Background: an optimization exercise with open tools, aiming at small area, a short achievable clock period and few clock cycles per item. Do not read the settings as production practice.
Where RTL was checked, it was by simulation tests only, not by an equivalence proof against the original.
Power is estimated from default activity; no workload was simulated.

==> flow/design.v <==
module master_dma (
    input  wire        clk,
    input  wire        reset,
    input  wire        trigger,
    input  wire [4:0]  length,
    input  wire [31:0] source_address,
    input  wire [31:0] destination_address,
    output wire        done,
    output wire [31:0] ARADDR,
    output wire        ARVALID,
    input  wire        ARREADY,
    input  wire [31:0] RDATA,
    input  wire        RVALID,
    output wire        RREADY,
    output wire [31:0] AWADDR,
    output wire        AWVALID,
    input  wire        AWREADY,
    output wire [31:0] WDATA,
    output wire        WVALID,
    input  wire        WREADY,
    input  wire        BVALID,
    output wire        BREADY
);
wire [2:0] words = length[4:2];
reg       started;      
reg       done_r;       
reg       ar_left;      
reg       aw_left;      
reg       b_is_last;    
reg [2:0] ar_count;     
reg [2:0] aw_count;     
reg [2:0] b_count;      
assign ARVALID = ar_left & (started | trigger);
assign AWVALID = aw_left & (started | trigger);
wire ar_accept = ARVALID & ARREADY;
wire aw_accept = AWVALID & AWREADY;
addr_offset u_araddr (.clk(clk), .reset(reset), .base(source_address), .count(ar_count),
                      .accept(ar_accept), .addr(ARADDR));
addr_offset u_awaddr (.clk(clk), .reset(reset), .base(destination_address), .count(aw_count),
                      .accept(aw_accept), .addr(AWADDR));
assign WVALID = RVALID & started;
assign WDATA  = RDATA;
assign RREADY = WREADY;
assign BREADY = 1'b1;
wire b_last = BVALID & b_is_last;
assign done = done_r | b_last;
wire [2:0] b_count_next = b_count + {2'd0, BVALID};
always @(posedge clk) begin
    if (reset) begin
        started   <= 1'b0;
        done_r    <= 1'b0;
        ar_left   <= 1'b1;
        aw_left   <= 1'b1;
        b_is_last <= 1'b0;
        ar_count  <= 3'd0;
        aw_count  <= 3'd0;
        b_count   <= 3'd0;
    end else begin
        if (trigger)
            started <= 1'b1;
        if (b_last)
            done_r <= 1'b1;
        if (ar_accept) begin
            ar_count <= ar_count + 3'd1;
            if (ar_count + 3'd1 == words)
                ar_left <= 1'b0;
        end
        if (aw_accept) begin
            aw_count <= aw_count + 3'd1;
            if (aw_count + 3'd1 == words)
                aw_left <= 1'b0;
        end
        b_count   <= b_count_next;
        b_is_last <= (b_count_next + 3'd1 == words);
    end
end
endmodule
module addr_offset (
    input  wire        clk,
    input  wire        reset,
    input  wire [31:0] base,
    input  wire [2:0]  count,
    input  wire        accept,
    output wire [31:0] addr
);
localparam GROUP = 4;                   
localparam NG = (27 + GROUP - 1) / GROUP;
reg  [NG-1:0] gcarry;                   
wire          carry_next = gcarry[0] | (accept & (&addr[4:2]));
assign addr[1:0] = base[1:0];
assign addr[4:2] = base[4:2] + count;
genvar k, g;
generate
    for (k = 5; k < 32; k = k + 1) begin : g_inc
        if ((k - 5) % GROUP == 0) begin : g_first
            assign addr[k] = base[k] ^ gcarry[(k - 5) / GROUP];
        end else begin : g_rest
            assign addr[k] = base[k] ^ (gcarry[(k - 5) / GROUP] & (&base[k-1:5 + GROUP * ((k - 5) / GROUP)]));
        end
    end
    for (g = 0; g < NG; g = g + 1) begin : g_carry
        wire next;
        if (g == 0) begin : g_low
            assign next = carry_next;
        end else begin : g_high
            assign next = carry_next & (&base[5 + GROUP * g - 1:5]);
        end
        always @(posedge clk) begin
            if (reset)
                gcarry[g] <= 1'b0;
            else
                gcarry[g] <= next;
        end
    end
endgenerate
endmodule
module dma_top (
    input  wire        clk,
    input  wire        reset,
    input  wire        trigger,
    input  wire [4:0]  length,
    input  wire [31:0] source_address,
    input  wire [31:0] destination_address,
    output wire        done,
    output wire [31:0] ARADDR,
    output wire        ARVALID,
    input  wire        ARREADY,
    input  wire [31:0] RDATA,
    input  wire        RVALID,
    output wire        RREADY,
    output wire [31:0] AWADDR,
    output wire        AWVALID,
    input  wire        AWREADY,
    output wire [31:0] WDATA,
    output wire        WVALID,
    input  wire        WREADY,
    input  wire        BVALID,
    output wire        BREADY
);
master_dma u_dma (
    .clk(clk),
    .reset(reset),
    .trigger(trigger),
    .length(length),
    .source_address(source_address),
    .destination_address(destination_address),
    .done(done),
    .ARADDR(ARADDR),
    .ARVALID(ARVALID),
    .ARREADY(ARREADY),
    .RDATA(RDATA),
    .RVALID(RVALID),
    .RREADY(RREADY),
    .AWADDR(AWADDR),
    .AWVALID(AWVALID),
    .AWREADY(AWREADY),
    .WDATA(WDATA),
    .WVALID(WVALID),
    .WREADY(WREADY),
    .BVALID(BVALID),
    .BREADY(BREADY)
);
endmodule
clock: 3.5 ns
lec_check: 0
cap_margin: 20
core_margin: 2
core_utilization: 45
slew_margin: 20
standard.sh (not shown) runs the stock make flow with config.mk's settings and CLKGATE_MAP_FILE= SYNTH_SCRIPT=/design/flow/synth_recipe.tcl, a recipe that flattens the netlist after the stock synthesis.
==> flow/flow/run.sh <==
#!/bin/bash
# Standard ORFS layout, with the port buffers made from the smallest buffer
# cell and the adders left to ABC (no full/half-adder cell extraction).
set -euo pipefail
bash standard.sh 'BUFFER_PORTS_ARGS=-buffer_cell sky130_fd_sc_hd__buf_1' 'ADDER_MAP_FILE=' finish > orfs_make.log 2>&1
Testbench counts at the start, summed over its fixed seeds: cycles 29,253, words 9,566.
Then changed:
--- a/flow/design.v
+++ b/flow/design.v
@@ -21,72 +21,58 @@
     input  wire        BVALID,
     output wire        BREADY
 );
 wire [2:0] words = length[4:2];
 reg       started;      
 reg       done_r;       
-reg       ar_left;      
-reg       aw_left;      
-reg       b_is_last;    
 reg [2:0] ar_count;     
 reg [2:0] aw_count;     
 reg [2:0] b_count;      
-assign ARVALID = ar_left & (started | trigger);
-assign AWVALID = aw_left & (started | trigger);
-wire ar_accept = ARVALID & ARREADY;
-wire aw_accept = AWVALID & AWREADY;
+wire active = started ? ~done_r : trigger;
+assign ARVALID = active & (ar_count != words);
+assign AWVALID = active & (aw_count != words);
 addr_offset u_araddr (.clk(clk), .reset(reset), .base(source_address), .count(ar_count),
-                      .accept(ar_accept), .addr(ARADDR));
+                      .accept(ARVALID & ARREADY), .addr(ARADDR));
 addr_offset u_awaddr (.clk(clk), .reset(reset), .base(destination_address), .count(aw_count),
-                      .accept(aw_accept), .addr(AWADDR));
+                      .accept(AWVALID & AWREADY), .addr(AWADDR));
 assign WVALID = RVALID & started;
 assign WDATA  = RDATA;
 assign RREADY = WREADY;
 assign BREADY = 1'b1;
-wire b_last = BVALID & b_is_last;
+wire b_last = BVALID & started & (b_count + 3'd1 == words);
 assign done = done_r | b_last;
-wire [2:0] b_count_next = b_count + {2'd0, BVALID};
 always @(posedge clk) begin
     if (reset) begin
-        started   <= 1'b0;
-        done_r    <= 1'b0;
-        ar_left   <= 1'b1;
-        aw_left   <= 1'b1;
-        b_is_last <= 1'b0;
-        ar_count  <= 3'd0;
-        aw_count  <= 3'd0;
-        b_count   <= 3'd0;
+        started  <= 1'b0;
+        done_r   <= 1'b0;
+        ar_count <= 3'd0;
+        aw_count <= 3'd0;
+        b_count  <= 3'd0;
     end else begin
         if (trigger)
             started <= 1'b1;
         if (b_last)
             done_r <= 1'b1;
-        if (ar_accept) begin
+        if (ARVALID && ARREADY)
             ar_count <= ar_count + 3'd1;
-            if (ar_count + 3'd1 == words)
-                ar_left <= 1'b0;
-        end
-        if (aw_accept) begin
+        if (AWVALID && AWREADY)
             aw_count <= aw_count + 3'd1;
-            if (aw_count + 3'd1 == words)
-                aw_left <= 1'b0;
-        end
-        b_count   <= b_count_next;
-        b_is_last <= (b_count_next + 3'd1 == words);
+        if (BVALID && started)
+            b_count <= b_count + 3'd1;
     end
 end
 endmodule
 module addr_offset (
     input  wire        clk,
     input  wire        reset,
     input  wire [31:0] base,
     input  wire [2:0]  count,
     input  wire        accept,
     output wire [31:0] addr
 );
-localparam GROUP = 4;                   
+localparam GROUP = 9;                   
 localparam NG = (27 + GROUP - 1) / GROUP;
 reg  [NG-1:0] gcarry;                   
 wire          carry_next = gcarry[0] | (accept & (&addr[4:2]));
 assign addr[1:0] = base[1:0];
 assign addr[4:2] = base[4:2] + count;
 genvar k, g;
Routed wire length goes up by 25%.
Worst hold slack gains 0.029 ns.
Global-route usage goes up by 7.0 points.
Utilization goes up by 0.41 points.
Clock skew barely changes.
Final cell count goes down by 8.3%.
Sequential share of layout area goes down by 6.2 points.
Via count goes down by 7.8%.
Power goes down by 24%.
Cell area goes down by 14%.
Non-clock buffer count goes down by 1.
Setup slack loses 0.39 ns.
Synthesized area goes down by 14%.
Register-to-register slack gains 0.07 ns.
No functional check of the RTL was part of the second run of this note.

* * *

Another version of the RTL of dma_top (not shown whole).
Size in the first run: roughly 260 cells after synthesis, about 22 flip-flops, about 2000 sq um of cells after synthesis.
==> module addr_channel, before the edit <==
module addr_channel (
    input  wire        clk,
    input  wire        reset,
    input  wire [31:0] base,
    input  wire [2:0]  words,
    input  wire        active,
    input  wire        started,
    input  wire        ready,
    output wire        valid,
    output wire [31:0] addr
);
localparam GROUP = 7;                   
localparam NG = (27 + GROUP - 1) / GROUP;
reg           left;                     
reg  [2:0]    low;                      
reg  [NG-1:0] gcarry;                   
assign valid = left & active;
wire   accept = valid & ready;
assign addr[1:0] = base[1:0];
assign addr[4:2] = started ? low : base[4:2];
wire [2:0] low_next = addr[4:2] + {2'd0, accept};
wire [2:0] low_end  = base[4:2] + words;
wire       carry_next = gcarry[0] | (accept & (&addr[4:2]));
genvar k, g;
generate
    for (k = 5; k < 32; k = k + 1) begin : g_inc
        if ((k - 5) % GROUP == 0) begin : g_first
            assign addr[k] = base[k] ^ gcarry[(k - 5) / GROUP];
        end else begin : g_rest
            assign addr[k] = base[k] ^ (gcarry[(k - 5) / GROUP] & (&base[k-1:5 + GROUP * ((k - 5) / GROUP)]));
        end
    end
    for (g = 0; g < NG; g = g + 1) begin : g_carry
        wire next;
        if (g == 0) begin : g_low
            assign next = carry_next;
        end else begin : g_high
            assign next = carry_next & (&base[5 + GROUP * g - 1:5]);
        end
        always @(posedge clk) begin
            if (reset)
                gcarry[g] <= 1'b0;
            else
                gcarry[g] <= next;
        end
    end
endgenerate
always @(posedge clk)
    low <= low_next;
always @(posedge clk) begin
    if (reset)
        left <= 1'b1;
    else if (accept && low_next == low_end)
        left <= 1'b0;
end
endmodule
==> flow/config.mk <==
export PLATFORM = sky130hd
export DESIGN_NAME = dma_top
export DESIGN_NICKNAME = dma_top
export VERILOG_FILES = /design/flow/design.v
export SDC_FILE = /design/flow/constraint.sdc
export NUM_CORES = 4
export LEC_CHECK = 0
export CAP_MARGIN = 20
export CORE_MARGIN = 2
export CORE_UTILIZATION = 45
export SETUP_SLACK_MARGIN = 1.3
export SLEW_MARGIN = 20
==> flow/constraint.sdc <==
create_clock -name core_clock -period 3.5 [get_ports {clk}]
set_input_delay 0.7000 -clock core_clock [delete_from_list [all_inputs] [get_ports {clk}]]
set_output_delay 0.7000 -clock core_clock [all_outputs]
set_load 0.01 [all_outputs]
==> flow/flow/run.sh <==
#!/bin/bash
# ORFS layout with two changes from the standard one:
#  - synthesis maps the logic with a plain delay-oriented ABC script (no
#    full/half-adder extraction, no ABC buffering or resizing); everything else
#    in synthesis, including the registers, is the standard synthesis;
#  - the port buffers are the smallest buffer cell.
set -euo pipefail
here=$(pwd)
rm -rf "$here/scripts_abc"
cp -r "$FLOW_HOME/scripts" "$here/scripts_abc"
printf '&get -n\n&st\n&dch\n&nf -p\n&put\n' > "$here/scripts_abc/abc_speed.script"
bash standard.sh "SCRIPTS_DIR=$here/scripts_abc" 'ADDER_MAP_FILE=' synth > synth.log 2>&1
bash standard.sh 'BUFFER_PORTS_ARGS=-buffer_cell sky130_fd_sc_hd__buf_1' finish > layout.log 2>&1
The starting point finished with timing, DRC and antenna clean.
Change:
--- a/flow/design.v
+++ b/flow/design.v
@@ -66,9 +66,9 @@
     input  wire        ready,
     output wire        valid,
     output wire [31:0] addr
 );
-localparam GROUP = 7;                   
+localparam GROUP = 5;                   
 localparam NG = (27 + GROUP - 1) / GROUP;
 reg           left;                     
 reg  [2:0]    low;                      
 reg  [NG-1:0] gcarry;                   
The changed run produced a clean layout.
Worst setup slack gets better by 0.17 ns.
First-iteration DRC count came out lower by 6.8%.
Flip-flop and latch count rises by 4.
Power went up by 4.2%.
Core utilization falls by 12 points.
Sequential share of layout area increases by 4.5 points.
Wire length drops by 18%.
Clock skew hardly moves.
Worst hold slack gains 0.0093 ns.
Synthesized cell count rises by 2.7%.
Via count decreases by 4.6%.
Function was not checked in any run of this note: the RTL went through the layout flow alone.

what the ideal ports hide:
No port has a modelled driver above. Below, the same layouts with a new extraction and two added sets of constraints. Step 1 (the two cells are an assumption about what drives the block):
set clk [get_ports {clk}]
set_driving_cell -lib_cell sky130_fd_sc_hd__clkbuf_16 $clk
set_driving_cell -lib_cell sky130_fd_sc_hd__buf_2 [delete_from_list [all_inputs] $clk]
Step 2 also shifts input and output timing later by t, the mid clock arrival at the registers, as if the neighbouring blocks saw the same clock. Three values: ideal ports, drivers, drivers and shift; two values: the first two.
run | shift t [ns] | slack for setup (ns) | hold WS [ns] | worst setup path after step 2 | latest minus earliest clock arrival (ns)
the first run of note 1 | 0.293 | 1.110 / 1.083 / 1.083 | 0.520 / 0.520 / 0.520 | input to output | 0.002 / 0.002
the second run of note 1 | 0.276 | 0.721 / 0.687 / 0.687 | 0.549 / 0.549 / 0.549 | input to output | 0.004 / 0.004
the first run of note 2 | 0.284 | 1.201 / 1.147 / 1.091 | 0.478 / 0.478 / 0.478 | input to register | 0.002 / 0.002
the second run of note 2 | 0.289 | 1.368 / 1.305 / 1.184 | 0.488 / 0.488 / 0.488 | input to register | 0.001 / 0.001
After both steps setup and hold are still met in every run listed. For the second run of note 2, which loses most, drivers alone change the setup slack by -0.063 ns; drivers and shift together by -0.184 ns.
